This is an optimization exercise on Yosys and OpenROAD, whose aim is small area and a short achievable clock period, not a production implementation.
Function was checked by simulation only, so behaviour that the tests miss may differ from the original.

Setup of old:
==> flow/design.v (excerpt) <==
module dadda_32_reg(clk, A, B, Y);
    input clk;
    input [31:0] A;
    input [31:0] B;
    output reg [63:0] Y;
    reg [31:0] a_r, b_r;
    wire [63:0] p;
    dadda_32 mult(.A(a_r), .B(b_r), .Y(p));
    always @(posedge clk) begin
        a_r <= A;
        b_r <= B;
        Y   <= p;
    end
endmodule
For scale: ~2500 cells after synthesis, roughly 130 flip-flops, roughly 130 I/O pins, roughly 0.026 mm^2 of cells after synthesis.
clock: 24.0 ns
lec_check: 0
cap_margin: 20
core_margin: 2
core_utilization: 55
slew_margin: 20
synth_hierarchical: 1
synth_minimum_keep_size: 0
standard.sh (not shown) runs the stock make flow with config.mk's settings and CLKGATE_MAP_FILE= SYNTH_SCRIPT=/design/flow/synth_recipe.tcl, a recipe that flattens the netlist after the stock synthesis.
==> flow/flow/run.sh <==
#!/bin/bash
# The standard layout, with timing repair aiming for a setup slack of
# 17.5 ns at the design's 24 ns clock, so that the achieved period shrinks,
# and the smallest buffer on each port.
bash standard.sh SETUP_SLACK_MARGIN=17.5 'BUFFER_PORTS_ARGS=-buffer_cell sky130_fd_sc_hd__buf_1' finish > standard.log 2>&1
Looking at the reports, old completed the entire flow and the layout it produced met the timing, design-rule and antenna checks.
For new, these inputs were changed with respect to old:
Settings: CORE_UTILIZATION changed from 55 to 40.
==> flow/flow/run.sh <==
#!/bin/bash
# The standard layout, with timing repair aiming for a setup slack of
# 17.5 ns at the design's 24 ns clock, so that the achieved period shrinks.
bash standard.sh SETUP_SLACK_MARGIN=17.5 finish > standard.log 2>&1
Results
new: worst relative slew slack is 4.6 points lower than what old reported.
Of the two candidates, old has the better minimum period implied by the final worst setup slack and new the worse one.
Worst hold-check slack in new is 0.0052 ns above old.
Lower share of cell area taken by multi-input logic gates goes to new over old.
The lower number of buffers inserted by post-CTS setup repair came out of old.
Count of vias placed by the detailed router (new vs. old) increases slightly
Changes observed in new relative to old: sequential share of layout area fell 0.47 points, met1 routed wirelength after detailed routing +800 um, setup slack fell 0.048 ns.
Summary of new over old: final instance area +0.0015 mm^2.

========
== the reference run ==
dadda_32_reg, a different RTL version from the one above (not shown whole).
Size in the first run: roughly 2500 cells after synthesis, roughly 130 flip-flops, about 26000 µm² of cells after synthesis.
Settings: LEC_CHECK=0, CAP_MARGIN=20, CORE_MARGIN=2, CORE_UTILIZATION=55, CTS_BUF_LIST=sky130_fd_sc_hd__clkbuf_4 sky130_fd_sc_hd__clkbuf_8, SLEW_MARGIN=20, SYNTH_HIERARCHICAL=1, SYNTH_MINIMUM_KEEP_SIZE=0; clock period 24.0 ns.
==> flow/flow/run.sh <==
#!/bin/bash
# The standard layout, with timing repair aiming for a setup slack of
# 18 ns at the design's 24 ns clock, so that the achieved period shrinks,
# the smallest buffer on each port, and a light load in ABC's mapping so that
# the single-gate modules map to the smallest cells (timing repair sizes them).
bash standard.sh SETUP_SLACK_MARGIN=18 'BUFFER_PORTS_ARGS=-buffer_cell sky130_fd_sc_hd__buf_1' ABC_LOAD_IN_FF=1 finish > standard.log 2>&1
The reference run finished all stages; the layout is clean.
> inputs changed (the reference run -> the trial run)
diff --git a/flow/config.mk b/flow/config.mk
--- a/flow/config.mk
+++ b/flow/config.mk
@@ -8,6 +8,7 @@
 export CAP_MARGIN = 20
 export CORE_MARGIN = 2
-export CORE_UTILIZATION = 55
-export CTS_BUF_LIST = sky130_fd_sc_hd__clkbuf_4 sky130_fd_sc_hd__clkbuf_8
+export CORE_UTILIZATION = 62
+export CTS_BUF_LIST = sky130_fd_sc_hd__clkbuf_8
+export PLACE_DENSITY = 0.7
 export SLEW_MARGIN = 20
 export SYNTH_HIERARCHICAL = 1
--- outcome ---
Critical path capture point: Y[29] -> the reference run, Y[39] -> the trial run. The reference run has a lower layout clock buffer count than the trial run. Side by side, number of non-clock buffers in the layout turned out lower in the trial run than in the reference run. Changes observed in the trial run relative to the reference run: global-route usage went up 2.5 points; sequential share of layout area held; final RePlAce weighted congestion went up 1.2%. In the trial run relative to the reference run, wire length on met1 had gone down by a little under 10%. The trial run against the reference run: signed area change from the synthesized netlist to the final layout has remained practically unchanged, post-route cell area has remained practically unchanged.

========
Setup of job 3024:
dadda_32_reg with an RTL version that a note above also has.
For scale: about 2,500 cells after synthesis, ~130 I/O pins, roughly 26,000 µm² of cells after synthesis.
Design dadda_32_reg, start of the top module:
module dadda_32_reg(clk, A, B, Y);
    input clk;
    input [31:0] A;
    input [31:0] B;
    output reg [63:0] Y;
    reg [31:0] a_r, b_r;
    wire [63:0] p;
    dadda_32 mult(.A(a_r), .B(b_r), .Y(p));
    always @(posedge clk) begin
        a_r <= A;
        b_r <= B;
        Y   <= p;
    end
endmodule
Settings: LEC_CHECK=0, CAP_MARGIN=20, CORE_MARGIN=2, CORE_UTILIZATION=55, CTS_BUF_LIST=sky130_fd_sc_hd__clkbuf_4 sky130_fd_sc_hd__clkbuf_8, SLEW_MARGIN=20, SYNTH_HIERARCHICAL=1, SYNTH_MINIMUM_KEEP_SIZE=0; clock period 24.0 ns.
==> flow/flow/run.sh <==
#!/bin/bash
# The standard layout, with timing repair aiming for a setup slack of
# 17.5 ns at the design's 24 ns clock, so that the achieved period shrinks,
# and the smallest buffer on each port.
bash standard.sh SETUP_SLACK_MARGIN=17.5 'BUFFER_PORTS_ARGS=-buffer_cell sky130_fd_sc_hd__buf_1' finish > standard.log 2>&1
Job 3024 completed every stage of the flow, and the final layout passed the timing, design-rule and antenna checks.
Input-level comparison between job 6979 and job 3024:
- CTS_BUF_LIST removed (was sky130_fd_sc_hd__clkbuf_4 sky130_fd_sc_hd__clkbuf_8)
==> flow/flow/run.sh <==
#!/bin/bash
# The standard layout, with timing repair aiming for a setup slack of
# 17.5 ns at the design's 24 ns clock, so that the achieved period shrinks.
bash standard.sh SETUP_SLACK_MARGIN=17.5 finish > standard.log 2>&1
--- outcome ---
- Die area essentially unchanged between job 3024 and job 6979.
- When job 6979 is measured against job 3024, its setup slack of the critical path after layout turns out 0.056 ns higher.
- Remaining max-slew budget at the tightest pin ends up higher on job 3024.
- Between job 3024 and job 6979, the flow reports count of buffers not belonging to the clock network in the layout decreasing slightly.
Setup changes, job 6979 to job 3470
- PLACE_DENSITY: unset -> 0.8
- CORE_UTILIZATION: 55 -> 70
==> flow/flow/run.sh <==
#!/bin/bash
# The standard layout, with timing repair aiming for a setup slack of
# 17.5 ns at the design's 24 ns clock, so that the achieved period shrinks,
# and the smallest buffer on each port.
bash standard.sh SETUP_SLACK_MARGIN=17.5 'BUFFER_PORTS_ARGS=-buffer_cell sky130_fd_sc_hd__buf_1' finish > standard.log 2>&1
==> comparison <==
Job 3470 vs. job 6979: global-route usage shows an increase of 7.1 points, multi-input gate share of the layout cell area shows an increase of 3.4 points, routed wire length shows a reduction of about 5.7%, final RePlAce weighted congestion shows an increase of 10%, number of cells on the worst hold path shows an increase of 1.
The fraction of met2 tracks used by global routing number comes out higher for job 3470 vs job 6979.
Job 3470: full flow OK, the timing, design-rule and antenna checks passed
Looking at the reports, job 6979 completed the entire flow and the layout it produced met the timing, design-rule and antenna checks.
Between job 6979 and job 3470, the flow reports routed length on met2 decreasing by more than 10%.
Job 6979 reports its critical-path cell with the highest stage delay as sky130_fd_sc_hd__fa_2 while job 3470 reports sky130_fd_sc_hd__or4_4.
[inputs] job 864 vs job 3470
- removing PLACE_DENSITY (formerly 0.8)
- changing CORE_UTILIZATION from 70 to 55
==> flow/flow/run.sh <==
#!/bin/bash
# The standard layout, with timing repair aiming for a setup slack of
# 17.5 ns at the design's 24 ns clock, so that the achieved period shrinks,
# the smallest buffer on each port, and a light load in ABC's mapping so that
# the single-gate modules map to the smallest cells (timing repair sizes them).
bash standard.sh SETUP_SLACK_MARGIN=17.5 'BUFFER_PORTS_ARGS=-buffer_cell sky130_fd_sc_hd__buf_1' ABC_LOAD_IN_FF=1 finish > standard.log 2>&1
- Worst hold path cell count sits lower in job 864 than in job 3470.
- Route | job 864 vs job 3470 | wire longer in job 864

========
Setup of build 49:
dadda_32_reg, a different RTL version from the one above (not shown whole).
Size: roughly 2,600 cells after synthesis, about 130 flip-flops, ~0.026 mm^2 of cells after synthesis.
clock: 24.0 ns
lec_check: 0
cap_margin: 20
core_margin: 2
core_utilization: 55
slew_margin: 20
synth_hierarchical: 1
synth_minimum_keep_size: 0
==> flow/flow/run.sh <==
#!/bin/bash
# The standard layout, with timing repair aiming for a setup slack of
# 18 ns at the design's 24 ns clock, so that the achieved period shrinks,
# the smallest buffer on each port, and a light load in ABC's mapping so that
# the single-gate modules map to the smallest cells (timing repair sizes them).
bash standard.sh SETUP_SLACK_MARGIN=18 'BUFFER_PORTS_ARGS=-buffer_cell sky130_fd_sc_hd__buf_1' ABC_LOAD_IN_FF=1 finish > standard.log 2>&1
For build 78, these inputs were changed with respect to build 49:
==> flow/flow/run.sh <==
#!/bin/bash
# The standard layout, with timing repair aiming for a setup slack of
# 18.5 ns at the design's 24 ns clock, so that the achieved period shrinks,
# the smallest buffer on each port, and a light load in ABC's mapping so that
# the single-gate modules map to the smallest cells (timing repair sizes them).
bash standard.sh SETUP_SLACK_MARGIN=18.5 'BUFFER_PORTS_ARGS=-buffer_cell sky130_fd_sc_hd__buf_1' ABC_LOAD_IN_FF=1 finish > standard.log 2>&1
Findings:
Global-route track usage on met3 on build 78 is up relative to build 49. In the route summary, build 78 ends up with a via count exceeding that of build 49. Build 49 -> build 78: final period utilization flat. Taking build 49 as the reference point, the maximum fanout count along the critical path of build 78 falls by 24. Utilization of the core after routing ends up lower on build 49.
Inputs modified between build 78 and build 79:
==> flow/flow/run.sh <==
#!/bin/bash
# The standard layout, with timing repair aiming for a setup slack of
# 17 ns at the design's 24 ns clock, so that the achieved period shrinks,
# the smallest buffer on each port, and a light load in ABC's mapping so that
# the single-gate modules map to the smallest cells (timing repair sizes them).
bash standard.sh SETUP_SLACK_MARGIN=17 'BUFFER_PORTS_ARGS=-buffer_cell sky130_fd_sc_hd__buf_1' ABC_LOAD_IN_FF=1 finish > standard.log 2>&1
Notes after the runs:
Comparing build 79 and build 78, number of diodes is higher on build 78.
Against build 78, cell area in build 79 fell by more than 10%.
The run showing the smaller final critical delay including setup and external delays is build 78.
Build 79 vs. build 78: die outline width was more or less identical; clock skew went up by 0.0060 ns; number of global-route vias before repair went down by 4.1%; routed wire length went down by 14%.
Relative to build 78, post-synthesis to final-layout area growth has gone down in build 79.
As far as register clock-pin slew on the reported worst setup and hold paths is concerned, build 78 and build 79 perform about the same.
[inputs] build 34 vs build 79
==> flow/flow/run.sh <==
#!/bin/bash
# The standard layout, with timing repair aiming for a setup slack of
# 17.5 ns at the design's 24 ns clock, so that the achieved period shrinks,
# the smallest buffer on each port, and a light load in ABC's mapping so that
# the single-gate modules map to the smallest cells (timing repair sizes them).
bash standard.sh SETUP_SLACK_MARGIN=17.5 'BUFFER_PORTS_ARGS=-buffer_cell sky130_fd_sc_hd__buf_1' ABC_LOAD_IN_FF=1 finish > standard.log 2>&1
--- outcome ---
Build 79 has completed all stages; timing, DRC and antenna checks passed. Both conditions hold for build 34: the flow ran to the end and the final layout passed the timing, design-rule and antenna checks. Taking build 79 as the reference, in build 34 placement-stage cell area was more or less identical; deepest level of the CTS H-tree about even. In build 34 relative to build 79, maximum frequency had gone up by a few percent. Delta(slew at the pin with the worst max-slew slack, build 34 - build 79) < 0.

## separate check: timing with driven ports
The results above use ideal ports. As a check the final layouts listed here were re-extracted and re-timed, cells and wires unchanged. Step 1: set_driving_cell puts a clkbuf_16 on clk and a buf_2 on each other input, an assumption about the parent block. Step 2 moves the port delays by t, midway between the first and last clock arrival at a register: inputs arrive t later, outputs are due t later. That takes back most of the time a late clock gives input paths. Slacks: no drivers / after step 1 / after step 2; pairs: no drivers / after step 1.
run	shift t [ns]	setup slack, ns	worst hold slack (ns)	worst register clock-pin slew, ns	worst data-port slew with drivers (ns)
old	0.548	17.570 / 17.570 / 17.570	0.576 / 0.576 / 0.576	0.07 / 0.07	0.03
new	0.564	17.522 / 17.522 / 17.522	0.581 / 0.581 / 0.581	0.09 / 0.09	0.05
the reference run	0.631	18.057 / 17.999 / 18.089	0.966 / 0.966 / 0.966	0.11 / 0.11	0.04
the trial run	0.637	18.014 / 17.959 / 18.014	0.941 / 0.941 / 0.941	0.11 / 0.11	0.04
job 3024	0.615	17.513 / 17.513 / 17.513	0.575 / 0.575 / 0.575	0.10 / 0.10	0.04
job 6979	0.556	17.569 / 17.569 / 17.569	0.583 / 0.583 / 0.583	0.07 / 0.07	0.04
job 3470	0.528	17.513 / 17.513 / 17.513	0.696 / 0.696 / 0.696	0.07 / 0.07	0.04
job 864	0.561	17.608 / 17.608 / 17.608	0.577 / 0.577 / 0.577	0.07 / 0.07	0.04
build 49	0.551	18.116 / 18.069 / 18.116	0.884 / 0.884 / 0.884	0.09 / 0.09	0.04
build 78	0.567	18.120 / 18.120 / 18.120	0.989 / 0.989 / 0.989	0.08 / 0.08	0.04
build 79	0.559	17.311 / 17.311 / 17.311	0.965 / 0.965 / 0.965	0.09 / 0.09	0.04
build 34	0.549	17.686 / 17.686 / 17.686	0.963 / 0.963 / 0.963	0.08 / 0.08	0.04
After both steps every run listed still meets setup and hold.
